Source: an optimization exercise on an open RTL-to-GDS flow (aim: small area, a short achievable clock period and few clock cycles per item). Production flows keep margins and buffers that such runs may drop.
Function was checked by simulation only, so behaviour that the tests miss may differ from the original.

==> design/flow/design.v <==
module LUT (
    input      [3:0]  sel,
    input             neg,
    output     [31:0] value
);
    reg [31:0] t;
    always @(*) begin
        case (sel)
            4'd0:  t = 32'h2D000000;
            4'd1:  t = 32'h1A90F0F5;
            4'd2:  t = 32'h0E0926A5;
            4'd3:  t = 32'h072023D0;
            4'd4:  t = 32'h03937ABF;
            4'd5:  t = 32'h01C95CAD;
            4'd6:  t = 32'h00E492E5;
            4'd7:  t = 32'h00722D16;
            4'd8:  t = 32'h00391D3F;
            4'd9:  t = 32'h001CC3DD;
            4'd10: t = 32'h000E2487;
            4'd11: t = 32'h00072290;
            4'd12: t = 32'h0003917C;
            4'd13: t = 32'h0001E66E;
            4'd14: t = 32'h0000E557;
            default: t = 32'h0;
        endcase
    end
    assign value = neg ? t : -t;
endmodule
module R_CORDIC (
    input  [31:0] x,
    output [31:0] s,
    output [31:0] c,
    output        cin
);
    wire w1 = x[31] ^ ~x[27];
    wire w2 = x[31] & ~x[27];
    wire w3 = ~x[28] ^ x[24];
    wire w4 = ~x[28] & x[24];
    wire w5 = ~x[29] ^ x[25];
    wire w6 = ~x[29] & x[25];
    wire w7 = ~x[30] ^ x[26];
    wire w8 = ~x[30] & x[26];
    wire w9 = ~x[15] ^ ~x[11];
    wire w10 = ~x[15] & ~x[11];
    wire w11 = ~x[16] ^ ~x[12];
    wire w12 = ~x[16] & ~x[12];
    wire w13 = ~x[17] ^ ~x[13];
    wire w14 = ~x[17] & ~x[13];
    wire w15 = ~x[18] ^ ~x[14] ^ x[10];
    wire w16 = (~x[18] & ~x[14]) | (~x[18] & x[10]) | (~x[14] & x[10]);
    wire w17 = x[8] ^ ~x[6];
    wire w18 = x[8] & ~x[6];
    wire w19 = ~x[19] ^ ~x[15] ^ x[11];
    wire w20 = (~x[19] & ~x[15]) | (~x[19] & x[11]) | (~x[15] & x[11]);
    wire w21 = x[9] ^ ~x[7];
    wire w22 = x[9] & ~x[7];
    wire w23 = ~x[20] ^ ~x[16] ^ x[12];
    wire w24 = (~x[20] & ~x[16]) | (~x[20] & x[12]) | (~x[16] & x[12]);
    wire w25 = x[10] ^ ~x[8];
    wire w26 = x[10] & ~x[8];
    wire w27 = ~x[21] ^ ~x[17] ^ x[13];
    wire w28 = (~x[21] & ~x[17]) | (~x[21] & x[13]) | (~x[17] & x[13]);
    wire w29 = x[11] ^ ~x[9] ^ ~x[6];
    wire w30 = (x[11] & ~x[9]) | (x[11] & ~x[6]) | (~x[9] & ~x[6]);
    wire w31 = ~x[22] ^ ~x[18] ^ x[14];
    wire w32 = (~x[22] & ~x[18]) | (~x[22] & x[14]) | (~x[18] & x[14]);
    wire w33 = x[12] ^ ~x[10] ^ ~x[7];
    wire w34 = (x[12] & ~x[10]) | (x[12] & ~x[7]) | (~x[10] & ~x[7]);
    wire w35 = ~x[23] ^ ~x[19] ^ x[15];
    wire w36 = (~x[23] & ~x[19]) | (~x[23] & x[15]) | (~x[19] & x[15]);
    wire w37 = x[13] ^ ~x[11] ^ ~x[8];
    wire w38 = (x[13] & ~x[11]) | (x[13] & ~x[8]) | (~x[11] & ~x[8]);
    wire w39 = ~x[5] ^ x[2];
    wire w40 = ~x[5] & x[2];
    wire w41 = ~x[24] ^ ~x[20] ^ x[16];
    wire w42 = (~x[24] & ~x[20]) | (~x[24] & x[16]) | (~x[20] & x[16]);
    wire w43 = x[14] ^ ~x[12] ^ ~x[9];
    wire w44 = (x[14] & ~x[12]) | (x[14] & ~x[9]) | (~x[12] & ~x[9]);
    wire w45 = ~x[6] ^ x[3] ^ x[1];
    wire w46 = (~x[6] & x[3]) | (~x[6] & x[1]) | (x[3] & x[1]);
    wire w47 = ~x[25] ^ ~x[21] ^ x[17];
    wire w48 = (~x[25] & ~x[21]) | (~x[25] & x[17]) | (~x[21] & x[17]);
    wire w49 = x[15] ^ ~x[13] ^ ~x[10];
    wire w50 = (x[15] & ~x[13]) | (x[15] & ~x[10]) | (~x[13] & ~x[10]);
    wire w51 = ~x[7] ^ x[4] ^ x[2];
    wire w52 = (~x[7] & x[4]) | (~x[7] & x[2]) | (x[4] & x[2]);
    wire w53 = ~x[26] ^ ~x[22] ^ x[18];
    wire w54 = (~x[26] & ~x[22]) | (~x[26] & x[18]) | (~x[22] & x[18]);
    wire w55 = x[16] ^ ~x[14] ^ ~x[11];
    wire w56 = (x[16] & ~x[14]) | (x[16] & ~x[11]) | (~x[14] & ~x[11]);
    wire w57 = ~x[8] ^ x[5] ^ x[3];
    wire w58 = (~x[8] & x[5]) | (~x[8] & x[3]) | (x[5] & x[3]);
    wire w59 = ~x[27] ^ ~x[23] ^ x[19];
    wire w60 = (~x[27] & ~x[23]) | (~x[27] & x[19]) | (~x[23] & x[19]);
    wire w61 = x[17] ^ ~x[15] ^ ~x[12];
    wire w62 = (x[17] & ~x[15]) | (x[17] & ~x[12]) | (~x[15] & ~x[12]);
    wire w63 = ~x[9] ^ x[6] ^ x[4];
    wire w64 = (~x[9] & x[6]) | (~x[9] & x[4]) | (x[6] & x[4]);
    wire w65 = ~x[28] ^ ~x[24] ^ x[20];
    wire w66 = (~x[28] & ~x[24]) | (~x[28] & x[20]) | (~x[24] & x[20]);
    wire w67 = x[18] ^ ~x[16] ^ ~x[13];
    wire w68 = (x[18] & ~x[16]) | (x[18] & ~x[13]) | (~x[16] & ~x[13]);
    wire w69 = ~x[10] ^ x[7] ^ x[5];
    wire w70 = (~x[10] & x[7]) | (~x[10] & x[5]) | (x[7] & x[5]);
    wire w71 = ~x[29] ^ ~x[25] ^ x[21];
    wire w72 = (~x[29] & ~x[25]) | (~x[29] & x[21]) | (~x[25] & x[21]);
    wire w73 = x[19] ^ ~x[17] ^ ~x[14];
    wire w74 = (x[19] & ~x[17]) | (x[19] & ~x[14]) | (~x[17] & ~x[14]);
    wire w75 = ~x[11] ^ x[8] ^ x[6];
    wire w76 = (~x[11] & x[8]) | (~x[11] & x[6]) | (x[8] & x[6]);
    wire w77 = ~x[30] ^ ~x[26] ^ x[22];
    wire w78 = (~x[30] & ~x[26]) | (~x[30] & x[22]) | (~x[26] & x[22]);
    wire w79 = x[20] ^ ~x[18] ^ ~x[15];
    wire w80 = (x[20] & ~x[18]) | (x[20] & ~x[15]) | (~x[18] & ~x[15]);
    wire w81 = ~x[12] ^ x[9] ^ x[7];
    wire w82 = (~x[12] & x[9]) | (~x[12] & x[7]) | (x[9] & x[7]);
    wire w83 = w1 ^ x[23] ^ x[21];
    wire w84 = (w1 & x[23]) | (w1 & x[21]) | (x[23] & x[21]);
    wire w85 = ~x[19] ^ ~x[16] ^ ~x[13];
    wire w86 = (~x[19] & ~x[16]) | (~x[19] & ~x[13]) | (~x[16] & ~x[13]);
    wire w87 = x[10] ^ x[8] ^ 1'b1;
    wire w88 = (x[10] & x[8]) | (x[10] & 1'b1) | (x[8] & 1'b1);
    wire w89 = w3 ^ x[22] ^ ~x[20];
    wire w90 = (w3 & x[22]) | (w3 & ~x[20]) | (x[22] & ~x[20]);
    wire w91 = ~x[17] ^ ~x[14] ^ x[11];
    wire w92 = (~x[17] & ~x[14]) | (~x[17] & x[11]) | (~x[14] & x[11]);
    wire w93 = x[9] ^ 1'b1 ^ w2;
    wire w94 = (x[9] & 1'b1) | (x[9] & w2) | (1'b1 & w2);
    wire w95 = w5 ^ x[23] ^ ~x[21];
    wire w96 = (w5 & x[23]) | (w5 & ~x[21]) | (x[23] & ~x[21]);
    wire w97 = ~x[18] ^ ~x[15] ^ x[12];
    wire w98 = (~x[18] & ~x[15]) | (~x[18] & x[12]) | (~x[15] & x[12]);
    wire w99 = x[10] ^ 1'b1 ^ w4;
    wire w100 = (x[10] & 1'b1) | (x[10] & w4) | (1'b1 & w4);
    wire w101 = w7 ^ x[24] ^ ~x[22];
    wire w102 = (w7 & x[24]) | (w7 & ~x[22]) | (x[24] & ~x[22]);
    wire w103 = ~x[19] ^ ~x[16] ^ x[13];
    wire w104 = (~x[19] & ~x[16]) | (~x[19] & x[13]) | (~x[16] & x[13]);
    wire w105 = x[11] ^ 1'b1 ^ w6;
    wire w106 = (x[11] & 1'b1) | (x[11] & w6) | (1'b1 & w6);
    wire w107 = x[31] ^ x[27] ^ x[25];
    wire w108 = (x[31] & x[27]) | (x[31] & x[25]) | (x[27] & x[25]);
    wire w109 = ~x[23] ^ ~x[20] ^ ~x[17];
    wire w110 = (~x[23] & ~x[20]) | (~x[23] & ~x[17]) | (~x[20] & ~x[17]);
    wire w111 = x[14] ^ x[12] ^ w8;
    wire w112 = (x[14] & x[12]) | (x[14] & w8) | (x[12] & w8);
    wire w113 = x[28] ^ x[26] ^ ~x[24];
    wire w114 = (x[28] & x[26]) | (x[28] & ~x[24]) | (x[26] & ~x[24]);
    wire w115 = ~x[21] ^ ~x[18] ^ x[15];
    wire w116 = (~x[21] & ~x[18]) | (~x[21] & x[15]) | (~x[18] & x[15]);
    wire w117 = x[13] ^ 1'b1;
    wire w118 = x[13] & 1'b1;
    wire w119 = x[29] ^ x[27] ^ ~x[25];
    wire w120 = (x[29] & x[27]) | (x[29] & ~x[25]) | (x[27] & ~x[25]);
    wire w121 = ~x[22] ^ ~x[19] ^ x[16];
    wire w122 = (~x[22] & ~x[19]) | (~x[22] & x[16]) | (~x[19] & x[16]);
    wire w123 = x[14] ^ 1'b1;
    wire w124 = x[14] & 1'b1;
    wire w125 = x[30] ^ x[28] ^ ~x[26];
    wire w126 = (x[30] & x[28]) | (x[30] & ~x[26]) | (x[28] & ~x[26]);
    wire w127 = ~x[23] ^ ~x[20] ^ x[17];
    wire w128 = (~x[23] & ~x[20]) | (~x[23] & x[17]) | (~x[20] & x[17]);
    wire w129 = x[15] ^ 1'b1;
    wire w130 = x[15] & 1'b1;
    wire w131 = ~x[31] ^ x[29] ^ ~x[27];
    wire w132 = (~x[31] & x[29]) | (~x[31] & ~x[27]) | (x[29] & ~x[27]);
    wire w133 = ~x[24] ^ ~x[21] ^ x[18];
    wire w134 = (~x[24] & ~x[21]) | (~x[24] & x[18]) | (~x[21] & x[18]);
    wire w135 = x[30] ^ ~x[28] ^ ~x[25];
    wire w136 = (x[30] & ~x[28]) | (x[30] & ~x[25]) | (~x[28] & ~x[25]);
    wire w137 = ~x[22] ^ x[19];
    wire w138 = ~x[22] & x[19];
    wire w139 = ~x[31] ^ ~x[29] ^ ~x[26];
    wire w140 = (~x[31] & ~x[29]) | (~x[31] & ~x[26]) | (~x[29] & ~x[26]);
    wire w141 = ~x[30] ^ ~x[27];
    wire w142 = ~x[30] & ~x[27];
    wire w143 = ~x[12] ^ ~x[8] ^ x[4];
    wire w144 = (~x[12] & ~x[8]) | (~x[12] & x[4]) | (~x[8] & x[4]);
    wire w145 = ~x[13] ^ ~x[9] ^ x[5];
    wire w146 = (~x[13] & ~x[9]) | (~x[13] & x[5]) | (~x[9] & x[5]);
    wire w147 = ~x[14] ^ ~x[10] ^ x[6];
    wire w148 = (~x[14] & ~x[10]) | (~x[14] & x[6]) | (~x[10] & x[6]);
    wire w149 = w9 ^ x[7] ^ x[5];
    wire w150 = (w9 & x[7]) | (w9 & x[5]) | (x[7] & x[5]);
    wire w151 = ~x[3] ^ ~x[0];
    wire w152 = ~x[3] & ~x[0];
    wire w153 = w11 ^ x[8] ^ x[6];
    wire w154 = (w11 & x[8]) | (w11 & x[6]) | (x[8] & x[6]);
    wire w155 = ~x[4] ^ ~x[1] ^ w10;
    wire w156 = (~x[4] & ~x[1]) | (~x[4] & w10) | (~x[1] & w10);
    wire w157 = w13 ^ x[9] ^ x[7];
    wire w158 = (w13 & x[9]) | (w13 & x[7]) | (x[9] & x[7]);
    wire w159 = ~x[5] ^ ~x[2] ^ w12;
    wire w160 = (~x[5] & ~x[2]) | (~x[5] & w12) | (~x[2] & w12);
    wire w161 = w15 ^ w17 ^ ~x[3];
    wire w162 = (w15 & w17) | (w15 & ~x[3]) | (w17 & ~x[3]);
    wire w163 = ~x[0] ^ 1'b1 ^ w14;
    wire w164 = (~x[0] & 1'b1) | (~x[0] & w14) | (1'b1 & w14);
    wire w165 = w19 ^ w21 ^ ~x[4];
    wire w166 = (w19 & w21) | (w19 & ~x[4]) | (w21 & ~x[4]);
    wire w167 = ~x[1] ^ w16 ^ w18;
    wire w168 = (~x[1] & w16) | (~x[1] & w18) | (w16 & w18);
    wire w169 = w23 ^ w25 ^ ~x[5];
    wire w170 = (w23 & w25) | (w23 & ~x[5]) | (w25 & ~x[5]);
    wire w171 = ~x[2] ^ w20 ^ w22;
    wire w172 = (~x[2] & w20) | (~x[2] & w22) | (w20 & w22);
    wire w173 = w27 ^ w29 ^ ~x[3];
    wire w174 = (w27 & w29) | (w27 & ~x[3]) | (w29 & ~x[3]);
    wire w175 = x[0] ^ w24 ^ w26;
    wire w176 = (x[0] & w24) | (x[0] & w26) | (w24 & w26);
    wire w177 = w31 ^ w33 ^ ~x[4];
    wire w178 = (w31 & w33) | (w31 & ~x[4]) | (w33 & ~x[4]);
    wire w179 = x[1] ^ w28 ^ w30;
    wire w180 = (x[1] & w28) | (x[1] & w30) | (w28 & w30);
    wire w181 = w35 ^ w37 ^ w39;
    wire w182 = (w35 & w37) | (w35 & w39) | (w37 & w39);
    wire w183 = x[0] ^ w32 ^ w34;
    wire w184 = (x[0] & w32) | (x[0] & w34) | (w32 & w34);
    wire w185 = w41 ^ w43 ^ w45;
    wire w186 = (w41 & w43) | (w41 & w45) | (w43 & w45);
    wire w187 = w36 ^ w38 ^ w40;
    wire w188 = (w36 & w38) | (w36 & w40) | (w38 & w40);
    wire w189 = w47 ^ w49 ^ w51;
    wire w190 = (w47 & w49) | (w47 & w51) | (w49 & w51);
    wire w191 = w42 ^ w44 ^ w46;
    wire w192 = (w42 & w44) | (w42 & w46) | (w44 & w46);
    wire w193 = w53 ^ w55 ^ w57;
    wire w194 = (w53 & w55) | (w53 & w57) | (w55 & w57);
    wire w195 = w48 ^ w50 ^ w52;
    wire w196 = (w48 & w50) | (w48 & w52) | (w50 & w52);
    wire w197 = w59 ^ w61 ^ w63;
    wire w198 = (w59 & w61) | (w59 & w63) | (w61 & w63);
    wire w199 = w54 ^ w56 ^ w58;
    wire w200 = (w54 & w56) | (w54 & w58) | (w56 & w58);
    wire w201 = w65 ^ w67 ^ w69;
    wire w202 = (w65 & w67) | (w65 & w69) | (w67 & w69);
    wire w203 = w60 ^ w62 ^ w64;
    wire w204 = (w60 & w62) | (w60 & w64) | (w62 & w64);
    wire w205 = w71 ^ w73 ^ w75;
    wire w206 = (w71 & w73) | (w71 & w75) | (w73 & w75);
    wire w207 = w66 ^ w68 ^ w70;
    wire w208 = (w66 & w68) | (w66 & w70) | (w68 & w70);
    wire w209 = w77 ^ w79 ^ w81;
    wire w210 = (w77 & w79) | (w77 & w81) | (w79 & w81);
    wire w211 = w72 ^ w74 ^ w76;
    wire w212 = (w72 & w74) | (w72 & w76) | (w74 & w76);
    wire w213 = w83 ^ w85 ^ w87;
    wire w214 = (w83 & w85) | (w83 & w87) | (w85 & w87);
    wire w215 = w78 ^ w80 ^ w82;
    wire w216 = (w78 & w80) | (w78 & w82) | (w80 & w82);
    wire w217 = w89 ^ w91 ^ w93;
    wire w218 = (w89 & w91) | (w89 & w93) | (w91 & w93);
    wire w219 = w84 ^ w86 ^ w88;
    wire w220 = (w84 & w86) | (w84 & w88) | (w86 & w88);
    wire w221 = w95 ^ w97 ^ w99;
    wire w222 = (w95 & w97) | (w95 & w99) | (w97 & w99);
    wire w223 = w90 ^ w92 ^ w94;
    wire w224 = (w90 & w92) | (w90 & w94) | (w92 & w94);
    wire w225 = w101 ^ w103 ^ w105;
    wire w226 = (w101 & w103) | (w101 & w105) | (w103 & w105);
    wire w227 = w96 ^ w98 ^ w100;
    wire w228 = (w96 & w98) | (w96 & w100) | (w98 & w100);
    wire w229 = w107 ^ w109 ^ w111;
    wire w230 = (w107 & w109) | (w107 & w111) | (w109 & w111);
    wire w231 = w102 ^ w104 ^ w106;
    wire w232 = (w102 & w104) | (w102 & w106) | (w104 & w106);
    wire w233 = w113 ^ w115 ^ w117;
    wire w234 = (w113 & w115) | (w113 & w117) | (w115 & w117);
    wire w235 = w108 ^ w110 ^ w112;
    wire w236 = (w108 & w110) | (w108 & w112) | (w110 & w112);
    wire w237 = w119 ^ w121 ^ w123;
    wire w238 = (w119 & w121) | (w119 & w123) | (w121 & w123);
    wire w239 = w114 ^ w116 ^ w118;
    wire w240 = (w114 & w116) | (w114 & w118) | (w116 & w118);
    wire w241 = w125 ^ w127 ^ w129;
    wire w242 = (w125 & w127) | (w125 & w129) | (w127 & w129);
    wire w243 = w120 ^ w122 ^ w124;
    wire w244 = (w120 & w122) | (w120 & w124) | (w122 & w124);
    wire w245 = w131 ^ w133 ^ x[16];
    wire w246 = (w131 & w133) | (w131 & x[16]) | (w133 & x[16]);
    wire w247 = w126 ^ w128 ^ w130;
    wire w248 = (w126 & w128) | (w126 & w130) | (w128 & w130);
    wire w249 = w135 ^ w137 ^ x[17];
    wire w250 = (w135 & w137) | (w135 & x[17]) | (w137 & x[17]);
    wire w251 = 1'b1 ^ w132 ^ w134;
    wire w252 = (1'b1 & w132) | (1'b1 & w134) | (w132 & w134);
    wire w253 = w139 ^ ~x[23] ^ x[20];
    wire w254 = (w139 & ~x[23]) | (w139 & x[20]) | (~x[23] & x[20]);
    wire w255 = x[18] ^ w136 ^ w138;
    wire w256 = (x[18] & w136) | (x[18] & w138) | (w136 & w138);
    wire w257 = w141 ^ ~x[24] ^ x[21];
    wire w258 = (w141 & ~x[24]) | (w141 & x[21]) | (~x[24] & x[21]);
    wire w259 = x[19] ^ 1'b1 ^ w140;
    wire w260 = (x[19] & 1'b1) | (x[19] & w140) | (1'b1 & w140);
    wire w261 = x[31] ^ ~x[28] ^ ~x[25];
    wire w262 = (x[31] & ~x[28]) | (x[31] & ~x[25]) | (~x[28] & ~x[25]);
    wire w263 = x[22] ^ x[20] ^ w142;
    wire w264 = (x[22] & x[20]) | (x[22] & w142) | (x[20] & w142);
    wire w265 = ~x[29] ^ ~x[26] ^ x[23];
    wire w266 = (~x[29] & ~x[26]) | (~x[29] & x[23]) | (~x[26] & x[23]);
    wire w267 = x[21] ^ 1'b1;
    wire w268 = x[21] & 1'b1;
    wire w269 = ~x[30] ^ ~x[27] ^ x[24];
    wire w270 = (~x[30] & ~x[27]) | (~x[30] & x[24]) | (~x[27] & x[24]);
    wire w271 = x[22] ^ 1'b1;
    wire w272 = x[22] & 1'b1;
    wire w273 = x[31] ^ ~x[28] ^ x[25];
    wire w274 = (x[31] & ~x[28]) | (x[31] & x[25]) | (~x[28] & x[25]);
    wire w275 = ~x[29] ^ x[26];
    wire w276 = ~x[29] & x[26];
    wire w277 = ~x[30] ^ x[27];
    wire w278 = ~x[30] & x[27];
    wire w279 = ~x[10] ^ ~x[6];
    wire w280 = ~x[10] & ~x[6];
    wire w281 = ~x[11] ^ ~x[7] ^ x[3];
    wire w282 = (~x[11] & ~x[7]) | (~x[11] & x[3]) | (~x[7] & x[3]);
    wire w283 = w143 ^ x[2] ^ ~x[0];
    wire w284 = (w143 & x[2]) | (w143 & ~x[0]) | (x[2] & ~x[0]);
    wire w285 = w145 ^ x[3] ^ ~x[1];
    wire w286 = (w145 & x[3]) | (w145 & ~x[1]) | (x[3] & ~x[1]);
    wire w287 = w147 ^ x[4] ^ ~x[2];
    wire w288 = (w147 & x[4]) | (w147 & ~x[2]) | (x[4] & ~x[2]);
    wire w289 = w149 ^ w151 ^ 1'b1;
    wire w290 = (w149 & w151) | (w149 & 1'b1) | (w151 & 1'b1);
    wire w291 = w153 ^ w155 ^ w150;
    wire w292 = (w153 & w155) | (w153 & w150) | (w155 & w150);
    wire w293 = w157 ^ w159 ^ w154;
    wire w294 = (w157 & w159) | (w157 & w154) | (w159 & w154);
    wire w295 = w161 ^ w163 ^ w158;
    wire w296 = (w161 & w163) | (w161 & w158) | (w163 & w158);
    wire w297 = w165 ^ w167 ^ w162;
    wire w298 = (w165 & w167) | (w165 & w162) | (w167 & w162);
    wire w299 = w169 ^ w171 ^ w166;
    wire w300 = (w169 & w171) | (w169 & w166) | (w171 & w166);
    wire w301 = w173 ^ w175 ^ w170;
    wire w302 = (w173 & w175) | (w173 & w170) | (w175 & w170);
    wire w303 = w177 ^ w179 ^ w174;
    wire w304 = (w177 & w179) | (w177 & w174) | (w179 & w174);
    wire w305 = w181 ^ w183 ^ w178;
    wire w306 = (w181 & w183) | (w181 & w178) | (w183 & w178);
    wire w307 = w185 ^ w187 ^ w182;
    wire w308 = (w185 & w187) | (w185 & w182) | (w187 & w182);
    wire w309 = w189 ^ w191 ^ w186;
    wire w310 = (w189 & w191) | (w189 & w186) | (w191 & w186);
    wire w311 = w193 ^ w195 ^ w190;
    wire w312 = (w193 & w195) | (w193 & w190) | (w195 & w190);
    wire w313 = w197 ^ w199 ^ w194;
    wire w314 = (w197 & w199) | (w197 & w194) | (w199 & w194);
    wire w315 = w201 ^ w203 ^ w198;
    wire w316 = (w201 & w203) | (w201 & w198) | (w203 & w198);
    wire w317 = w205 ^ w207 ^ w202;
    wire w318 = (w205 & w207) | (w205 & w202) | (w207 & w202);
    wire w319 = w209 ^ w211 ^ w206;
    wire w320 = (w209 & w211) | (w209 & w206) | (w211 & w206);
    wire w321 = w213 ^ w215 ^ w210;
    wire w322 = (w213 & w215) | (w213 & w210) | (w215 & w210);
    wire w323 = w217 ^ w219 ^ w214;
    wire w324 = (w217 & w219) | (w217 & w214) | (w219 & w214);
    wire w325 = w221 ^ w223 ^ w218;
    wire w326 = (w221 & w223) | (w221 & w218) | (w223 & w218);
    wire w327 = w225 ^ w227 ^ w222;
    wire w328 = (w225 & w227) | (w225 & w222) | (w227 & w222);
    wire w329 = w229 ^ w231 ^ w226;
    wire w330 = (w229 & w231) | (w229 & w226) | (w231 & w226);
    wire w331 = w233 ^ w235 ^ w230;
    wire w332 = (w233 & w235) | (w233 & w230) | (w235 & w230);
    wire w333 = w237 ^ w239 ^ w234;
    wire w334 = (w237 & w239) | (w237 & w234) | (w239 & w234);
    wire w335 = w241 ^ w243 ^ w238;
    wire w336 = (w241 & w243) | (w241 & w238) | (w243 & w238);
    wire w337 = w245 ^ w247 ^ w242;
    wire w338 = (w245 & w247) | (w245 & w242) | (w247 & w242);
    wire w339 = w249 ^ w251 ^ w246;
    wire w340 = (w249 & w251) | (w249 & w246) | (w251 & w246);
    wire w341 = w253 ^ w255 ^ w250;
    wire w342 = (w253 & w255) | (w253 & w250) | (w255 & w250);
    wire w343 = w257 ^ w259 ^ w254;
    wire w344 = (w257 & w259) | (w257 & w254) | (w259 & w254);
    wire w345 = w261 ^ w263 ^ w258;
    wire w346 = (w261 & w263) | (w261 & w258) | (w263 & w258);
    wire w347 = w265 ^ w267 ^ w262;
    wire w348 = (w265 & w267) | (w265 & w262) | (w267 & w262);
    wire w349 = w269 ^ w271 ^ w266;
    wire w350 = (w269 & w271) | (w269 & w266) | (w271 & w266);
    wire w351 = w273 ^ x[23] ^ w270;
    wire w352 = (w273 & x[23]) | (w273 & w270) | (x[23] & w270);
    wire w353 = w275 ^ x[24] ^ 1'b1;
    wire w354 = (w275 & x[24]) | (w275 & 1'b1) | (x[24] & 1'b1);
    wire w355 = w277 ^ x[25] ^ 1'b1;
    wire w356 = (w277 & x[25]) | (w277 & 1'b1) | (x[25] & 1'b1);
    wire w357 = x[31] ^ x[28] ^ x[26];
    wire w358 = (x[31] & x[28]) | (x[31] & x[26]) | (x[28] & x[26]);
    wire w359 = x[29] ^ x[27];
    wire w360 = x[29] & x[27];
    wire w361 = x[30] ^ x[28];
    wire w362 = x[30] & x[28];
    wire w363 = ~x[4] ^ ~x[0];
    wire w364 = ~x[4] & ~x[0];
    wire w365 = ~x[5] ^ ~x[1];
    wire w366 = ~x[5] & ~x[1];
    wire w367 = ~x[6] ^ ~x[2];
    wire w368 = ~x[6] & ~x[2];
    wire w369 = ~x[7] ^ ~x[3];
    wire w370 = ~x[7] & ~x[3];
    wire w371 = ~x[8] ^ ~x[4] ^ x[0];
    wire w372 = (~x[8] & ~x[4]) | (~x[8] & x[0]) | (~x[4] & x[0]);
    wire w373 = ~x[9] ^ ~x[5] ^ x[1];
    wire w374 = (~x[9] & ~x[5]) | (~x[9] & x[1]) | (~x[5] & x[1]);
    wire w375 = w279 ^ x[2] ^ x[0];
    wire w376 = (w279 & x[2]) | (w279 & x[0]) | (x[2] & x[0]);
    wire w377 = w281 ^ x[1] ^ w280;
    wire w378 = (w281 & x[1]) | (w281 & w280) | (x[1] & w280);
    wire w379 = w283 ^ 1'b1 ^ w282;
    wire w380 = (w283 & 1'b1) | (w283 & w282) | (1'b1 & w282);
    wire w381 = w285 ^ w144 ^ w284;
    wire w382 = (w285 & w144) | (w285 & w284) | (w144 & w284);
    wire w383 = w287 ^ w146 ^ w286;
    wire w384 = (w287 & w146) | (w287 & w286) | (w146 & w286);
    wire w385 = w289 ^ w148 ^ w288;
    wire w386 = (w289 & w148) | (w289 & w288) | (w148 & w288);
    wire w387 = w291 ^ w152 ^ w290;
    wire w388 = (w291 & w152) | (w291 & w290) | (w152 & w290);
    wire w389 = w293 ^ w156 ^ w292;
    wire w390 = (w293 & w156) | (w293 & w292) | (w156 & w292);
    wire w391 = w295 ^ w160 ^ w294;
    wire w392 = (w295 & w160) | (w295 & w294) | (w160 & w294);
    wire w393 = w297 ^ w164 ^ w296;
    wire w394 = (w297 & w164) | (w297 & w296) | (w164 & w296);
    wire w395 = w299 ^ w168 ^ w298;
    wire w396 = (w299 & w168) | (w299 & w298) | (w168 & w298);
    wire w397 = w301 ^ w172 ^ w300;
    wire w398 = (w301 & w172) | (w301 & w300) | (w172 & w300);
    wire w399 = w303 ^ w176 ^ w302;
    wire w400 = (w303 & w176) | (w303 & w302) | (w176 & w302);
    wire w401 = w305 ^ w180 ^ w304;
    wire w402 = (w305 & w180) | (w305 & w304) | (w180 & w304);
    wire w403 = w307 ^ w184 ^ w306;
    wire w404 = (w307 & w184) | (w307 & w306) | (w184 & w306);
    wire w405 = w309 ^ w188 ^ w308;
    wire w406 = (w309 & w188) | (w309 & w308) | (w188 & w308);
    wire w407 = w311 ^ w192 ^ w310;
    wire w408 = (w311 & w192) | (w311 & w310) | (w192 & w310);
    wire w409 = w313 ^ w196 ^ w312;
    wire w410 = (w313 & w196) | (w313 & w312) | (w196 & w312);
    wire w411 = w315 ^ w200 ^ w314;
    wire w412 = (w315 & w200) | (w315 & w314) | (w200 & w314);
    wire w413 = w317 ^ w204 ^ w316;
    wire w414 = (w317 & w204) | (w317 & w316) | (w204 & w316);
    wire w415 = w319 ^ w208 ^ w318;
    wire w416 = (w319 & w208) | (w319 & w318) | (w208 & w318);
    wire w417 = w321 ^ w212 ^ w320;
    wire w418 = (w321 & w212) | (w321 & w320) | (w212 & w320);
    wire w419 = w323 ^ w216 ^ w322;
    wire w420 = (w323 & w216) | (w323 & w322) | (w216 & w322);
    wire w421 = w325 ^ w220 ^ w324;
    wire w422 = (w325 & w220) | (w325 & w324) | (w220 & w324);
    wire w423 = w327 ^ w224 ^ w326;
    wire w424 = (w327 & w224) | (w327 & w326) | (w224 & w326);
    wire w425 = w329 ^ w228 ^ w328;
    wire w426 = (w329 & w228) | (w329 & w328) | (w228 & w328);
    wire w427 = w331 ^ w232 ^ w330;
    wire w428 = (w331 & w232) | (w331 & w330) | (w232 & w330);
    wire w429 = w333 ^ w236 ^ w332;
    wire w430 = (w333 & w236) | (w333 & w332) | (w236 & w332);
    wire w431 = w335 ^ w240 ^ w334;
    wire w432 = (w335 & w240) | (w335 & w334) | (w240 & w334);
    wire w433 = w337 ^ w244 ^ w336;
    wire w434 = (w337 & w244) | (w337 & w336) | (w244 & w336);
    wire w435 = w339 ^ w248 ^ w338;
    wire w436 = (w339 & w248) | (w339 & w338) | (w248 & w338);
    wire w437 = w341 ^ w252 ^ w340;
    wire w438 = (w341 & w252) | (w341 & w340) | (w252 & w340);
    wire w439 = w343 ^ w256 ^ w342;
    wire w440 = (w343 & w256) | (w343 & w342) | (w256 & w342);
    wire w441 = w345 ^ w260 ^ w344;
    wire w442 = (w345 & w260) | (w345 & w344) | (w260 & w344);
    wire w443 = w347 ^ w264 ^ w346;
    wire w444 = (w347 & w264) | (w347 & w346) | (w264 & w346);
    wire w445 = w349 ^ w268 ^ w348;
    wire w446 = (w349 & w268) | (w349 & w348) | (w268 & w348);
    wire w447 = w351 ^ w272 ^ w350;
    wire w448 = (w351 & w272) | (w351 & w350) | (w272 & w350);
    wire w449 = w353 ^ w274 ^ w352;
    wire w450 = (w353 & w274) | (w353 & w352) | (w274 & w352);
    wire w451 = w355 ^ w276 ^ w354;
    wire w452 = (w355 & w276) | (w355 & w354) | (w276 & w354);
    wire w453 = w357 ^ w278 ^ w356;
    wire w454 = (w357 & w278) | (w357 & w356) | (w278 & w356);
    wire w455 = w359 ^ 1'b1 ^ w358;
    wire w456 = (w359 & 1'b1) | (w359 & w358) | (1'b1 & w358);
    wire w457 = w361 ^ 1'b1 ^ w360;
    wire w458 = (w361 & 1'b1) | (w361 & w360) | (1'b1 & w360);
    wire w459 = ~x[31] ^ x[29] ^ w362;
    wire w460 = (~x[31] & x[29]) | (~x[31] & w362) | (x[29] & w362);
    wire w461 = x[30] ^ 1'b1;
    wire w462 = x[30] & 1'b1;
    wire [23:0] la = {w401, w399, w397, w395, w393, w391, w389, w387, w385, w383, w381, w379, w377, w375, w373, w371, w369, w367, w365, w363, ~x[3], ~x[2], ~x[1], ~x[0]};
    wire [23:0] lb = {w400, w398, w396, w394, w392, w390, w388, w386, w384, w382, w380, w378, w376, w374, w372, w370, w368, w366, w364, 1'b1, 1'b0, 1'b0, 1'b0, 1'b1};
    wire [24:0] lsum = {1'b0, la} + {1'b0, lb};
    assign cin = lsum[24];
    assign s = {1'b1, ~x[31], w461, w459, w457, w455, w453, w451, w449, w447, w445, w443, w441, w439, w437, w435, w433, w431, w429, w427, w425, w423, w421, w419, w417, w415, w413, w411, w409, w407, w405, w403};
    assign c = {1'b0, w462, w460, w458, w456, w454, w452, w450, w448, w446, w444, w442, w440, w438, w436, w434, w432, w430, w428, w426, w424, w422, w420, w418, w416, w414, w412, w410, w408, w406, w404, w402};
endmodule
module R_CORDIC_Unit (
    input signed [31:0]      i_data_1,
    input signed [31:0]      i_data_2,
    input signed [31:0]      angle,
    input                    en,
    input                    rst,
    input                    clk,
    output signed [31:0]     o_data_1,
    output signed [31:0]     o_data_2,
    output                   done_flag
);
    reg        busy, done;
    reg  [4:0] cnt;
    reg signed [31:0] bx, by, ba;
    reg        [31:0] pc;
    reg               pci;
    wire neg = ba[31];
    wire [31:0] t;
    LUT lut (.sel(cnt[3:0]), .neg(neg), .value(t));
    wire signed [31:0] sx = bx >>> cnt[3:0];
    wire signed [31:0] sy = by >>> cnt[3:0];
    wire [32:0] ax = {bx, 1'b1} + {sy ^ {32{ neg}},  neg};
    wire [32:0] ay = {by, 1'b1} + {sx ^ {32{~neg}}, ~neg};
    wire [31:0] nx = ax[32:1];
    wire [31:0] ny = ay[32:1];
    wire [31:0] na = ba + t;
    wire [31:0] ks, kc;
    wire        kci;
    R_CORDIC gain (.x(bx), .s(ks), .c(kc), .cin(kci));
    wire [32:0] kp = {ba, 1'b1} + {pc, pci};
    wire [31:0] kx = kp[32:1];
    wire m1  = cnt == 5'd15;
    wire mul = cnt[4] | m1;           
    wire fin = cnt[4];                
    always @(posedge clk or posedge rst) begin
        if (rst) begin
            busy <= 1'b0;
            done <= 1'b0;
            cnt  <= 5'd0;
        end else begin
            done <= busy && cnt == 5'd17;
            if (en) begin
                busy <= 1'b1;
                cnt  <= 5'd0;
            end else if (busy) begin
                cnt <= cnt + 5'd1;
                if (cnt == 5'd17) busy <= 1'b0;
            end
        end
    end
    always @(posedge clk) begin
        pc  <= kc;
        pci <= kci;
        if (en) begin
            bx <= i_data_1;
            by <= i_data_2;
            ba <= angle;
        end else if (mul) begin
            bx <= by;
            by <= fin ? kx : ny;
            ba <= ks;
        end else begin
            bx <= nx;
            by <= ny;
            ba <= na;
        end
    end
    assign o_data_1  = bx;
    assign o_data_2  = by;
    assign done_flag = done;
endmodule
==> design/flow/run.sh <==
#!/bin/bash
# synth_recipe.tcl (not shown) runs the flow's synth.tcl, then flattens the netlist and writes it again
# the make line also repeats each setting of config.mk as NAME=value (left out here)
make -C /OpenROAD-flow-scripts/flow DESIGN_CONFIG=/design/flow/config.mk WORK_HOME=/design/flow/orfs CLKGATE_MAP_FILE= SYNTH_SCRIPT=/design/flow/synth_recipe.tcl finish
==> design/flow/config.mk <==
export PLATFORM = sky130hd
export DESIGN_NAME = R_CORDIC_Unit
export DESIGN_NICKNAME = R_CORDIC_Unit
export VERILOG_FILES = /design/flow/design.v
export SDC_FILE = /design/flow/constraint.sdc
export NUM_CORES = 4
export LEC_CHECK = 0
export CAP_MARGIN = 20
export CORE_MARGIN = 2
export CORE_UTILIZATION = 40
export SETUP_SLACK_MARGIN = 5
export SLEW_MARGIN = 20
==> design/flow/constraint.sdc <==
create_clock -name core_clock -period 10.0 [get_ports {clk}]
set_input_delay 2.0000 -clock core_clock [delete_from_list [all_inputs] [get_ports {clk}]]
set_output_delay 2.0000 -clock core_clock [all_outputs]
set_load 0.01 [all_outputs]
==> flow_metrics.env, run 1 <==
export IMPL_setup_ws_ps=5140
export IMPL_ff2ff_setup_slack_ps=5140
export IMPL_finish_net_count=3081
export IMPL_max_stage_delay_ps=480
export IMPL_finalSetupTns_ps=0
export IMPL_overflow=0
export IMPL_path_clk_slew_ps=70
export IMPL_synth_top_area_cell="fa_1"
export IMPL_ios=164
export IMPL_finalCritPeriodShare_pct=48.6
export IMPL_status="finished clean"
export IMPL_grt_pass1_vias=18700
export IMPL_dp_cells=3193
export IMPL_yosysTopAreaCellShare_pct=18.4
export IMPL_vias=19100
export IMPL_die_x_um=232
export IMPL_synth_area_top_cells="fa_1 18%, ha_1 12%, dfxtp_1 12%"
export IMPL_clock_path_buffers=2
export IMPL_htreeDepth=4
export IMPL_place_ws_ps=4010
export IMPL_antenna_cells=0
export IMPL_rsz0062_at_grt="true"
export IMPL_skew_ps=21.8
export IMPL_postSynth_asyncResetShare_pct=5.19
export IMPL_cts_tree="done"
export IMPL_grt_max_degree=75
export IMPL_yosysSeqAreaShare_pct=13.1
export IMPL_rows=83
export IMPL_ys_ff_latch=135
export IMPL_synth_net_count=2924
export IMPL_critPathCaptureType="flop"
export IMPL_crit_chain="buf_4 -> buf_16 -> mux2_2 -> o22ai_1 -> nor3_1 -> nor2_2 -> xnor2_1 -> ha_1 -> nor2b_1 -> o21ai_0 -> a21boi_1 -> o41a_1 -> a31o_2 -> o311ai_2 -> nand3_1 -> a31oi_1 -> xor2_1 -> mux2i_1 -> mux2_2"
export IMPL_ys_warn_count=2
export IMPL_use_met2_pct=44.4
export IMPL_finalNonFillerCells=3275
export IMPL_die_area_mm2=0.0539
export IMPL_required_ps=10370
export IMPL_cpMostUsedCell="mux2_2"
export IMPL_postSynthAreaPerCell_um2=8.59
export IMPL_drv_cap=0
export IMPL_routed_wl_mm=76.9
export IMPL_dr_pass1_iters=6
export IMPL_syn_to_final_growth_pct=19.3
export IMPL_initial_utilization_pct=40.5
export IMPL_netlist_instances=2426
export IMPL_hold_viol=0
export IMPL_slowest_stage="dfrtp_4"
export IMPL_hpwlAfterDp_mm=58.3
export IMPL_tightest_slew_ps=1020
export IMPL_wl_per_cell_um=23.5
export IMPL_drv_slew=0
export IMPL_die_h_um=232
export IMPL_hold_path_class="reg2reg"
export IMPL_final_core_util_pct=48.3
export IMPL_cp_arrival_ps=5220
export IMPL_worstPathMaxFanout=32
export IMPL_track_usage_pct=28.5
export IMPL_syn_cell_area_mm2=0.0208
export IMPL_critPathKind="reg2reg"
export IMPL_ys_types=81
export IMPL_crit_path_start_kind="flop"
export IMPL_synth_edf_count=0
export IMPL_ys_flop_type="dfxtp_1"
export IMPL_viasPerCell=5.82
export IMPL_placement_cell_area_mm2=0.0232
export IMPL_port_buffer_count=163
export IMPL_cts_sinks=135
export IMPL_busiest_layer="met2"
export IMPL_gr_usage_met1_pct=39.9
export IMPL_drc_errors=0
export IMPL_fin_crit_ps=4860
export IMPL_layout_drive_gt1_share_pct=10.3
export IMPL_antenna_found_initial=0
export IMPL_mostFrequentLayoutCell="inv_1"
export IMPL_final_cell_mix="244 x inv_1, 206 x nand2_1, 198 x ha_1"
export IMPL_grt_met3_usage_pct=5.16
export IMPL_drt_iter0_markers=1830
export IMPL_numCtsBuffers=17
export IMPL_grt_first_pass_wirelength_mm=115
export IMPL_fin_area_mm2=0.0248
export IMPL_fmax_mhz=206
export IMPL_setup_violations=0
export IMPL_ant_nets=0
export IMPL_root_buffer="clkbuf_16"
export IMPL_routabilityCongestion=0.960
export IMPL_clock_latency_ps=480
export IMPL_core_area_mm2=0.0514
export IMPL_relSlewSlack_pct=31.6
-- kinds of logic after synthesis --
kind of cell,synth area share (%)
buffers and inverters,6.80
AO/OA/AOI/OAI,19.4
multiplexers,9.79
XOR/XNOR,8.37
adder cells (fa/ha/maj),30.8
flip-flops,13.1
AND/OR/NAND/NOR,11.6
-- path summary, 6_finish.rpt --
kind                                    start                  to  cells after the start
setup / recovery           cnt[0]$_DFFE_PP0P_      by[24]$_DFF_P_                     19
hold / removal             cnt[4]$_DFFE_PP0P_  cnt[4]$_DFFE_PP0P_                      2
setup reg to reg           cnt[0]$_DFFE_PP0P_      by[24]$_DFF_P_                     19
hold reg to reg            cnt[4]$_DFFE_PP0P_  cnt[4]$_DFFE_PP0P_                      2
max in group asynchronous                 rst  cnt[0]$_DFFE_PP0P_                      2
min in group asynchronous                 rst  cnt[2]$_DFFE_PP0P_                      2
-- metal layers --
layer  routed length [um]  vias to the layer above
met5                    0                        -
met4                 2340                        0
met3                 5810                      119
met2                34300                      809
met1                34400                     9408
li1                     -                     8724
-- flip-flops by register name, summed over array words and instances, names as in the netlist --
name  cells
pci       1
ba       32
bx       32
by       32
done      1
busy      1
cnt       5
pc       31
-- per-stage QoR --
step / hold WS, ps
floorplan: 530
global placement: 556
detailed placement: 567
CTS: 584
global route: 596
finish: 585
-- worst max-delay path: cells and delay by family, from the launching register on --
kind,cells,cell delay [ps]
muxes,3,760
xor gates and xnor gates,2,300
DFF,1,480
AOI/OAI and AO/OA,7,1920
buffers and inverters,2,370
adders and majority gates,1,270
and+or+nand+nor,4,620
-- Yosys cell counts (all sizes together) (4+ instances only) --
library cell / count
a31o: 4
nor3: 27
a221o: 7
o21ai: 169
nand2: 208
a31oi: 34
ha: 208
dfrtp: 7
a21boi: 8
nor2b: 23
o211a: 5
o21bai: 9
nand3b: 4
nand2b: 23
clkbuf: 71
o21a: 32
and4: 6
or3: 10
a211o: 8
dfxtp: 128
mux2: 29
nand4: 10
o31ai: 11
inv: 253
fa: 191
xnor2: 152
and2: 8
or2: 6
buf: 38
a2111oi: 5
a22oi: 12
o211ai: 18
mux4: 32
xor2: 47
o22ai: 18
nand3: 37
a21o: 73
and3: 20
nor2: 142
a211oi: 28
a221oi: 4
mux2i: 98
a21oi: 175
-- area by class of cell --
cell class              count  area, um2
clock inverters            11        149
inverters                 253        983
multi-input cells        1929      17100
fillers                  4960      26600
flip-flops and latches    135       2760
repair buffers            247       2510
well taps                 680        851
clock buffers              20        467
-- timing repair --
action,in CTS,in global routing
gates resized for setup,61,59
hold buffers,0,0
setup endpoints to repair,57,30
pin swaps,7,30
setup buffers,18,27
gates cloned,4,2
Testbench counts, summed over its fixed seeds: cycles 9,736, items 512.
==> run 2, diff against run 1 <==
--- a/design/flow/config.mk
+++ b/design/flow/config.mk
@@ -9,3 +9,4 @@
 export CORE_MARGIN = 2
-export CORE_UTILIZATION = 40
+export CORE_UTILIZATION = 60
+export PLACE_DENSITY = 0.7
 export SETUP_SLACK_MARGIN = 5
==> run 2 against run 1 <==
  * Die area fell by 33%
  * Largest cell class unchanged
==> flow_metrics.env, run 2 <==
export IMPL_required_ps=10310
export IMPL_skew_ps=23.6
export IMPL_clock_latency_ps=460
export IMPL_wl_per_cell_um=24.3
export IMPL_worstPathMaxFanout=6
export IMPL_cp_arrival_ps=5120
export IMPL_routed_wl_mm=74.1
export IMPL_vias=19400
export IMPL_crit_family="compound AO/OA/AOI/OAI gates"
export IMPL_fin_crit_ps=4810
export IMPL_yosysSeqAreaShare_pct=13.1
export IMPL_postSynthAreaPerCell_um2=8.59
export IMPL_synthAdderAreaFrac_pct=30.8
export IMPL_yosysTopAreaCellShare_pct=18.4
export IMPL_synth_area_top_cells="fa_1 18%, ha_1 12%, dfxtp_1 12%"
export IMPL_status="finished clean"
export IMPL_synth_net_count=2924
export IMPL_rows=68
export IMPL_dr_pass1_iters=6
export IMPL_reg_top3="ba (32), bx (32), by (32)"
export IMPL_ys_flop_type="dfxtp_1"
export IMPL_clock_path_buffers=2
export IMPL_hold_path_class="reg2reg"
export IMPL_synth_top_area_cell="fa_1"
export IMPL_ys_warn_count=2
export IMPL_synth_simple_area_share_pct=11.6
export IMPL_grt_max_degree=71
export IMPL_mostFrequentLayoutCell="inv_1"
export IMPL_numCtsBuffers=17
export IMPL_core_area_mm2=0.0344
export IMPL_critPathKind="reg2reg"
export IMPL_tightest_slew_ps=1140
export IMPL_grt_first_pass_wirelength_mm=112
export IMPL_ios=164
export IMPL_track_usage_pct=41.1
export IMPL_synth_top_family_by_area="adder cells"
export IMPL_drv_cap=0
export IMPL_hold_viol=0
export IMPL_drt_iter0_markers=2284
export IMPL_relSlewSlack_pct=23.8
export IMPL_ys_ff_latch=135
export IMPL_synth_edf_count=0
export IMPL_routabilityCongestion=0.989
export IMPL_finalCritPeriodShare_pct=48.1
export IMPL_die_area_mm2=0.0362
export IMPL_synth_xor_area_share_pct=8.37
export IMPL_max_stage_delay_ps=460
export IMPL_synth_commonest_cells="252 x inv_1, 208 x ha_1, 208 x nand2_1"
export IMPL_overflow=0
export IMPL_cts_tree="done"
export IMPL_drv_slew=0
export IMPL_slowest_stage="dfrtp_4"
export IMPL_antenna_found_initial=0
export IMPL_die_h_um=190
export IMPL_muxShareOfSynthArea_pct=9.79
export IMPL_netlist_instances=2426
export IMPL_final_cell_mix="244 x inv_1, 207 x nand2_1, 198 x ha_1"
export IMPL_fmax_mhz=208
export IMPL_root_buffer="clkbuf_16"
export IMPL_cts_sinks=135
export IMPL_crit_path_start_kind="flop"
export IMPL_synth_compound_area_share_pct=19.4
export IMPL_finish_net_count=3075
export IMPL_setup_violations=0
export IMPL_crit_chain="buf_4 -> ha_4 -> inv_1 -> ha_2 -> a21oi_2 -> nor2b_4 -> nand2_1 -> nor4_4 -> nor2b_4 -> a31oi_1 -> xor2_1 -> ha_1 -> a21o_1 -> a21o_1 -> a21oi_2 -> o21ai_1 -> a211o_1 -> a31oi_4 -> o21ai_2 -> o41ai_4 -> xnor2_1 -> a211oi_1 -> a21oi_1"
export IMPL_rsz0062_at_grt="true"
export IMPL_htreeDepth=4
export IMPL_yosysMostFrequentCell="inv_1"
export IMPL_finalSetupTns_ps=0
export IMPL_drc_errors=0
export IMPL_port_buffer_count=163
export IMPL_initial_utilization_pct=60.6
export IMPL_critPathCaptureType="flop"
export IMPL_ant_nets=0
export IMPL_cp_num_buf_inv=2
export IMPL_syn_to_final_growth_pct=17.4
export IMPL_hpwlAfterDp_mm=54.8
export IMPL_viasPerCell=6.35
export IMPL_die_x_um=190
export IMPL_grt_pass1_vias=19100
export IMPL_postSynth_asyncResetShare_pct=5.19
export IMPL_syn_cell_area_mm2=0.0208
export IMPL_ys_types=81
export IMPL_path_clk_slew_ps=70
export IMPL_whs_ps=581
export IMPL_layout_drive_gt1_share_pct=9.92
## run 2: cell counts after synthesis
No cell type changed its count.
## run 2: worst min-delay path: stages, from the launching register on
cell and delay [ps]:
dfrtp_1 400, nand3_1 100, nor2_1 50
## run 2: routing by layer
layer  track usage, %  vias up  part of all wire (%)
met5                0        -                     0
met4             21.3        0                   5.7
met3             8.50      239                    10
met2             64.5     1091                    44
met1             53.7     9329                    40
li1                 -     8694                     -
## run 2: logic make-up after synthesis
kind of cell	count (synthesis)
AO/OA/AOI/OAI	640
XOR/XNOR	199
adder cells (fa/ha/maj)	399
buffers and inverters	362
flip-flops	135
multiplexers	159
AND/OR/NAND/NOR	532
## run 2: area by class of cell
| cell class | instances | area, um2 |
|---|---|---|
| Multi-Input combinational cell | 1929 | 17000 |
| Fill cell | 2756 | 9920 |
| Sequential cell | 135 | 2760 |
| Timing Repair Buffer | 241 | 2530 |
| Inverter | 253 | 973 |
| Tap cell | 455 | 569 |
| Clock buffer | 20 | 468 |
| Clock inverter | 12 | 106 |
| Antenna cell | 1 | 2.50 |
## run 2: worst paths after layout
check	cells past startpoint	slack, ps	startpoint	endpoint
max	23	5190	cnt[0]$_DFFE_PP0P_	ba[29]$_DFF_P_
min	2	580	cnt[4]$_DFFE_PP0P_	done$_DFF_PP0_
max reg2reg	23	5190	cnt[0]$_DFFE_PP0P_	ba[29]$_DFF_P_
max in group asynchronous	2	7920	rst	cnt[0]$_DFFE_PP0P_
min in group asynchronous	2	1840	rst	cnt[4]$_DFFE_PP0P_
min reg2reg	2	580	cnt[4]$_DFFE_PP0P_	done$_DFF_PP0_
## run 2: per-stage QoR
| stage | worst slack, ps | area [um2] | utilization (%) | instances |
|---|---|---|---|---|
| after floorplan | 5000 | 20900 | - | 2426 |
| after global placement | 4100 | 22900 | 66.6 | 2973 |
| after detailed placement | 3970 | 22900 | 66.6 | 2973 |
| after CTS | 4970 | 24000 | 69.7 | 3022 |
| after global routing | 4980 | 24400 | 71.1 | 3045 |
| final | 5190 | 24400 | 71.1 | 3046 |
## run 2: repair_timing
action                     4_1_cts  5_1_grt
resized for setup               47       58
pin swaps                        4       12
hold buffers                     0        0
setup endpoints to repair       47       31
cloned                           6        4
buffers inserted                11       19
==> run 3, diff against run 2 <==
==> design/flow/flow/run.sh (new file) <==
#!/bin/bash
set -euo pipefail
export SETUP_SLACK_MARGIN=7
bash standard.sh > standard.log 2>&1
==> design/flow/standard.sh (new file) <==
#!/bin/bash
# synth_recipe.tcl (not shown) runs the flow's synth.tcl, then flattens the netlist and writes it again
# the make line also repeats each setting of config.mk as NAME=value (left out here)
make -C /OpenROAD-flow-scripts/flow DESIGN_CONFIG=/design/flow/config.mk WORK_HOME=/design/flow/orfs CLKGATE_MAP_FILE= SYNTH_SCRIPT=/design/flow/synth_recipe.tcl "${@:-finish}"
--- a/design/flow/config.mk
+++ b/design/flow/config.mk
@@ -11,3 +11,2 @@
 export PLACE_DENSITY = 0.7
-export SETUP_SLACK_MARGIN = 5
 export SLEW_MARGIN = 20
removed: design/flow/run.sh
==> run 3 against run 2 <==
  * Sequential cell count is the same
  * Maximum frequency shrank 8.9%
  * Clock skew shrank 8.9 ps
  * Worst hold slack gained 20 ps
  * Die area is the same
  * Via count grew 15%
  * Wire length grew 26%
  * Highest routed layer is now met5
==> flow_metrics.env, run 3 <==
export IMPL_status="finished clean"
export IMPL_grt_first_pass_wirelength_mm=129
export IMPL_worst_r2r_path_depth=19
export IMPL_cts_sinks=135
export IMPL_root_buffer="clkbuf_16"
export IMPL_synthAdderAreaFrac_pct=30.8
export IMPL_postSynth_asyncResetShare_pct=5.19
export IMPL_mostFrequentLayoutCell="buf_4"
export IMPL_worstPathMaxFanout=10
export IMPL_numCtsBuffers=17
export IMPL_fmax_mhz=189
export IMPL_placement_cell_area_mm2=0.0231
export IMPL_htreeDepth=4
export IMPL_finalCritPeriodShare_pct=52.8
export IMPL_setup_violations=0
export IMPL_cts_tree="done"
export IMPL_dp_cells=2951
export IMPL_grt_max_degree=85
export IMPL_antenna_found_initial=4
export IMPL_wl_per_cell_um=27.8
export IMPL_drt_iter0_markers=2674
export IMPL_syn_to_final_growth_pct=39.2
export IMPL_finish_net_count=3382
export IMPL_whs_path_depth=2
export IMPL_synth_edf_count=0
export IMPL_hold_path_class="reg2reg"
export IMPL_ys_warn_count=2
export IMPL_clock_latency_ps=470
export IMPL_yosysMostFrequentCell="inv_1"
export IMPL_rows=68
export IMPL_max_stage_delay_ps=1120
export IMPL_clock_path_buffers=2
export IMPL_grt_met3_usage_pct=17.1
export IMPL_synth_simple_area_share_pct=11.6
export IMPL_ys_flop_type="dfxtp_1"
export IMPL_drv_cap=0
export IMPL_fin_area_mm2=0.0290
export IMPL_reg_top3="ba (32), bx (32), by (32)"
export IMPL_routabilityCongestion=0.956
export IMPL_netlist_instances=2426
export IMPL_synth_top_family_by_area="adder cells"
export IMPL_die_h_um=190
export IMPL_postSynthAreaPerCell_um2=8.59
export IMPL_synth_compound_area_share_pct=19.4
export IMPL_use_met2_pct=74.5
export IMPL_path_clk_slew_ps=70
export IMPL_finalNonFillerCells=3357
export IMPL_viasPerCell=6.65
export IMPL_cpMostUsedCell="o21a_1"
export IMPL_core_area_mm2=0.0344
export IMPL_final_cell_mix="233 x buf_4, 209 x inv_1, 200 x nand2_1"
export IMPL_relSlewSlack_pct=3.13
export IMPL_muxShareOfSynthArea_pct=9.79
export IMPL_hold_viol=0
export IMPL_synth_area_top_cells="fa_1 18%, ha_1 12%, dfxtp_1 12%"
export IMPL_ys_types=81
export IMPL_ios=164
export IMPL_port_buffer_count=163
export IMPL_final_core_util_pct=84.4
export IMPL_whs_ps=602
export IMPL_critPathKind="reg2reg"
export IMPL_nFillCells=1917
export IMPL_dr_pass1_iters=7
export IMPL_tightest_slew_ps=1440
export IMPL_synth_commonest_cells="252 x inv_1, 208 x ha_1, 208 x nand2_1"
export IMPL_overflow=0
export IMPL_crit_chain="buf_12 -> buf_4 -> buf_4 -> buf_16 -> buf_12 -> mux4_2 -> and2_1 -> a211o_1 -> o21ai_1 -> xnor2_1 -> ha_1 -> o21a_1 -> o21a_1 -> o21a_1 -> o21ai_0 -> o21a_1 -> xnor2_1 -> mux2_2 -> mux2_2"
export IMPL_hold_buffers=0
export IMPL_vias=22300
export IMPL_hpwlAfterDp_mm=54.2
export IMPL_routed_wl_mm=93.4
export IMPL_ys_ff_latch=135
export IMPL_crit_path_start_kind="flop"
export IMPL_synth_top_area_cell="fa_1"
export IMPL_yosysTopAreaCellShare_pct=18.4
export IMPL_critPathCaptureType="flop"
export IMPL_syn_cell_area_mm2=0.0208
export IMPL_gr_usage_met1_pct=56.9
export IMPL_drv_slew=0
export IMPL_setup_ws_ps=4720
export IMPL_finalSetupTns_ps=0
export IMPL_synth_net_count=2924
export IMPL_fin_crit_ps=5280
export IMPL_skew_ps=14.8
export IMPL_multi_input_area_mm2=0.0182
export IMPL_grt_pass1_vias=21700
export IMPL_drc_errors=0
export IMPL_place_ws_ps=4230
export IMPL_yosysSeqAreaShare_pct=13.1
export IMPL_required_ps=10350
export IMPL_die_area_mm2=0.0362
export IMPL_layout_drive_gt1_share_pct=31.4
export IMPL_regArea_mm2=0.00299
export IMPL_initial_utilization_pct=60.6
export IMPL_synth_xor_area_share_pct=8.37
export IMPL_rsz0062_at_grt="true"
export IMPL_busiest_layer="met2"
export IMPL_track_usage_pct=48.2
export IMPL_ant_nets=0
export IMPL_cp_arrival_ps=5620
export IMPL_slowest_stage="o21ai_0"
export IMPL_die_x_um=190
==> run 3: cell counts after synthesis <==
No cell type changed its count.
==> run 3: cells by family after synthesis <==
| logic type | count (synthesis) |
|---|---|
| compound gates | 640 |
| buf+inv | 362 |
| mux | 159 |
| xor+xnor | 199 |
| flops | 135 |
| fa+ha+maj | 399 |
| simple gates | 532 |
==> run 3: worst max-delay path: cells and delay by family, from the launching register on <==
family,cells,cell delay (ps)
adders and majority gates,1,370
muxes,3,810
AOI/OAI and AO/OA,7,2460
xor gates and xnor gates,2,160
and+or+nand+nor,1,190
DFF,1,440
buffers and inverters,5,710
==> run 3: final timing paths <==
path	endpoint	slack [ps]	start
setup / recovery	bx[18]$_DFF_P_	4720	cnt[1]$_DFFE_PP0P_
hold / removal	cnt[4]$_DFFE_PP0P_	600	cnt[4]$_DFFE_PP0P_
setup reg to reg	bx[18]$_DFF_P_	4720	cnt[1]$_DFFE_PP0P_
hold reg to reg	cnt[4]$_DFFE_PP0P_	600	cnt[4]$_DFFE_PP0P_
max in group asynchronous	cnt[0]$_DFFE_PP0P_	7900	rst
min in group asynchronous	busy$_DFF_PP0_	1820	rst
==> run 3: area by class of cell <==
type	instances	share of cell area (%)
flip-flops and latches	135	10.3
clock inverters	15	0.475
clock buffers	17	1.47
repair inverters	1	0.0302
multi-input cells	1929	62.6
inverters	253	3.57
diodes	5	0.0431
repair buffers	547	19.5
well taps	455	1.96
==> run 3: what timing repair did <==
action,4_1_cts,5_1_grt
setup endpoints to repair,183,179
resized for setup,767,172
setup buffers,284,77
cloned,7,1
pin swaps,123,115
==> run 3: routing by layer <==
metal	share of wire, %	wire length (um)
met2	43	39800
met1	34	32000
met4	8.7	8150
met5	0.20	184
met3	14	13300
==> run 4, diff against run 3 <==
--- a/design/flow/design.v
+++ b/design/flow/design.v
@@ -519,12 +519,14 @@
     reg               pci;
-    wire neg = ba[31];
+    wire last = cnt == 5'd16;
+    wire [31:0] ux = busy ? bx : i_data_1;
+    wire [31:0] uy = busy ? by : i_data_2;
+    wire [31:0] ua = busy ? ba : angle;
+    wire [31:0] sx = busy ? bx >>> cnt[3:0] : i_data_1;
+    wire [31:0] sy = busy ? by >>> cnt[3:0] : i_data_2;
+    wire neg = ua[31];
     wire [31:0] t;
     LUT lut (.sel(cnt[3:0]), .neg(neg), .value(t));
-    wire signed [31:0] sx = bx >>> cnt[3:0];
-    wire signed [31:0] sy = by >>> cnt[3:0];
-    wire [32:0] ax = {bx, 1'b1} + {sy ^ {32{ neg}},  neg};
-    wire [32:0] ay = {by, 1'b1} + {sx ^ {32{~neg}}, ~neg};
-    wire [31:0] nx = ax[32:1];
-    wire [31:0] ny = ay[32:1];
-    wire [31:0] na = ba + t;
+    wire [32:0] ax = {ux, 1'b1} + {sy ^ {32{ neg}},  neg};
+    wire [32:0] ay = {uy, 1'b1} + {sx ^ {32{~neg}}, ~neg};
+    wire [31:0] na = ua + t;
     wire [31:0] ks, kc;
@@ -534,5 +536,4 @@
     wire [31:0] kx = kp[32:1];
-    wire m1  = cnt == 5'd15;
-    wire mul = cnt[4] | m1;           
-    wire fin = cnt[4];                
+    wire m1 = cnt == 5'd15;
+    wire m2 = cnt[4];
     always @(posedge clk or posedge rst) begin
@@ -543,10 +544,5 @@
         end else begin
-            done <= busy && cnt == 5'd17;
-            if (en) begin
-                busy <= 1'b1;
-                cnt  <= 5'd0;
-            end else if (busy) begin
-                cnt <= cnt + 5'd1;
-                if (cnt == 5'd17) busy <= 1'b0;
-            end
+            busy <= en || (busy && !last);
+            done <= busy && last;
+            cnt  <= en ? 5'd1 : (busy && !last) ? cnt + 5'd1 : 5'd0;
         end
@@ -556,13 +552,8 @@
         pci <= kci;
-        if (en) begin
-            bx <= i_data_1;
-            by <= i_data_2;
-            ba <= angle;
-        end else if (mul) begin
-            bx <= by;
-            by <= fin ? kx : ny;
+        by  <= ay[32:1];
+        if (m1 | m2) begin
+            bx <= m2 ? kx : by;
             ba <= ks;
         end else begin
-            bx <= nx;
-            by <= ny;
+            bx <= ax[32:1];
             ba <= na;
@@ -571,3 +562,3 @@
     assign o_data_1  = bx;
-    assign o_data_2  = by;
+    assign o_data_2  = kx;
     assign done_flag = done;
==> design/flow/run.sh (new file) <==
#!/bin/bash
# synth_recipe.tcl (not shown) runs the flow's synth.tcl, then flattens the netlist and writes it again
# the make line also repeats each setting of config.mk as NAME=value (left out here)
make -C /OpenROAD-flow-scripts/flow DESIGN_CONFIG=/design/flow/config.mk WORK_HOME=/design/flow/orfs CLKGATE_MAP_FILE= SYNTH_SCRIPT=/design/flow/synth_recipe.tcl finish
--- a/design/flow/config.mk
+++ b/design/flow/config.mk
@@ -11,2 +11,3 @@
 export PLACE_DENSITY = 0.7
+export SETUP_SLACK_MARGIN = 5
 export SLEW_MARGIN = 20
removed: design/flow/flow/run.sh
removed: design/flow/standard.sh
==> run 4 against run 3 <==
  * Highest routed layer is now met4
  * First-iteration DRC count decreased by 14%
  * Global-route usage shrank 6.6 points
  * Still clean
  * Clock skew is 0.74 ps lower
==> flow_metrics.env, run 4 <==
export IMPL_port_buffer_count=163
export IMPL_drv_slew=0
export IMPL_path_clk_slew_ps=70
export IMPL_netlist_instances=2472
export IMPL_wl_per_cell_um=25.5
export IMPL_setup_violations=0
export IMPL_fmax_mhz=187
export IMPL_grt_max_degree=75
export IMPL_cts_tree="done"
export IMPL_finish_net_count=3199
export IMPL_synth_edf_count=0
export IMPL_core_area_mm2=0.0355
export IMPL_synth_area_top_cells="fa_1 18%, dfxtp_1 12%, ha_1 12%"
export IMPL_crit_family="compound AO/OA/AOI/OAI gates"
export IMPL_dr_pass1_iters=7
export IMPL_rows=69
export IMPL_finalSetupTns_ps=0
export IMPL_synth_net_count=2964
export IMPL_routed_wl_mm=81.2
export IMPL_ys_warn_count=2
export IMPL_synth_top_area_cell="fa_1"
export IMPL_die_area_mm2=0.0375
export IMPL_worstPathMaxFanout=6
export IMPL_drc_errors=0
export IMPL_antenna_found_initial=0
export IMPL_skew_ps=14.0
export IMPL_grt_pass1_vias=20700
export IMPL_antenna_cells=0
export IMPL_track_usage_pct=41.6
export IMPL_relSlewSlack_pct=37.7
export IMPL_hold_path_class="reg2reg"
export IMPL_reg_top3="ba (32), bx (32), by (32)"
export IMPL_slowest_stage="ha_1"
export IMPL_synth_commonest_cells="252 x inv_1, 202 x ha_1, 198 x nand2_1"
export IMPL_critPathCaptureType="output pin"
export IMPL_yosysMostFrequentCell="inv_1"
export IMPL_fin_crit_ps=5340
export IMPL_status="finished clean"
export IMPL_drv_cap=0
export IMPL_final_cell_mix="240 x inv_1, 195 x nand2_1, 189 x fa_1"
export IMPL_rsz0062_at_grt="true"
export IMPL_ys_flop_type="dfxtp_1"
export IMPL_yosysTopAreaCellShare_pct=17.7
export IMPL_cp_arrival_ps=3340
export IMPL_viasPerCell=6.52
export IMPL_postSynthAreaPerCell_um2=8.72
export IMPL_required_ps=8000
export IMPL_numCtsBuffers=17
run 4: metrics by stage:
stage	instances	utilization (%)	hold slack [ps]	cell area [um2]
final	3181	76.3	620	27100
after global routing	3181	76.3	650	27100
after CTS	3121	73.0	612	25900
after detailed placement	3005	66.6	597	23600
after global placement	3005	66.6	567	23600
after floorplan	2472	-	502	21800
run 4: per-layer routing:
layer	up-vias	GRT usage, %	routed length (um)
met5	-	0	0
met4	0	19.2	4290
met3	314	9.54	9240
met2	1347	65.1	36500
met1	10000	54.9	31200
li1	9039	-	-
run 4: cells by family (layout without fill, tap and decap cells):
group,after synthesis,count (layout),share of synthesized area [%]
multiplexers,262,262,14.9
flip-flops,135,135,12.7
AND/OR/NAND/NOR,524,524,11.1
AO/OA/AOI/OAI,582,582,16.8
XOR/XNOR,208,208,8.45
buffers and inverters,368,616,6.57
adder cells (fa/ha/maj),393,393,29.5
run 4: final timing paths:
kind,start,endpoint,slack [ps],cells after the start
min in group asynchronous,rst,cnt[3]$_DFF_PP0_,1780,2
hold reg to reg,by[8]$_DFF_P_,bx[8]$_DFF_P_,620,2
max in group asynchronous,rst,cnt[0]$_DFF_PP0_,7950,2
setup reg to reg,cnt[1]$_DFF_PP0_,ba[31]$_SDFF_PN1_,4910,26
hold / removal,by[8]$_DFF_P_,bx[8]$_DFF_P_,620,2
setup / recovery,ba[12]$_DFF_P_,o_data_2[25],4660,13
run 4: worst reg2reg max path, cell delays in order (launching register included):
cell	delay, ps
dfrtp_2	450
buf_12	140
buf_16	120
buf_4	150
buf_4	160
nand2_1	70
o21ai_1	90
a21oi_2	330
inv_1	90
ha_2	220
nand3_2	130
nor2b_4	70
buf_4	150
a21oi_4	190
xor2_2	250
ha_4	250
a211oi_2	230
nand2_1	100
a211oi_2	150
o21a_1	230
o221a_4	240
a211o_1	180
a41oi_2	120
o21a_1	210
o31a_1	240
or3_1	370
nand3_1	120
run 4: area by class of cell:
class	instances	area, um2	share of cell area [%]
inverters	253	975	3.60
multi-input cells	1969	18900	69.7
clock buffers	20	447	1.65
clock inverters	12	224	0.827
flip-flops and latches	135	2770	10.2
well taps	461	577	2.13
repair buffers	331	3210	11.9
run 4: repair_timing:
| action | in CTS | in global routing |
|---|---|---|
| setup buffers | 79 | 58 |
| endpoints found under the hold margin | 0 | 0 |
| hold buffers | 0 | 0 |
| cloned | 5 | 2 |
| endpoints found under the setup margin | 98 | 57 |
| resized for setup | 226 | 171 |
| pin swaps | 69 | 114 |
Testbench counts of run 4, summed over its fixed seeds: cycles 8,712, items 512.

## port drivers added, routing unchanged
In the flow no input, the clock included, has a driving cell. The finished layouts below were timed again as built, in two steps.
Step 1 (the two cells are an assumption about what drives the block):
set clk [get_ports {clk}]
set_driving_cell -lib_cell sky130_fd_sc_hd__clkbuf_16 $clk
set_driving_cell -lib_cell sky130_fd_sc_hd__buf_2 [delete_from_list [all_inputs] $clk]
Step 2 also shifts input and output timing later by t, the mid clock arrival at the registers, as if the neighbouring blocks saw the same clock.
Slacks: no drivers / after step 1 / after step 2; pairs: no drivers / after step 1.
run	t, ns	setup WS [ns]	latest minus earliest clock arrival (ns)	slew at the worst register clock pin (ns)	worst data-port slew with drivers (ns)
run 1	0.524	5.140 / 5.140 / 5.140	0.022 / 0.022	0.07 / 0.07	0.04
run 2	0.506	5.193 / 5.193 / 5.193	0.024 / 0.023	0.08 / 0.08	0.05
run 3	0.516	4.722 / 4.722 / 4.722	0.015 / 0.015	0.08 / 0.08	0.05
run 4	0.519	4.661 / 4.603 / 4.374	0.014 / 0.014	0.07 / 0.07	0.07
After both steps setup and hold are still met in every run listed. For run 4, which loses most, drivers alone change the setup slack by -0.058 ns; drivers and shift together by -0.287 ns.
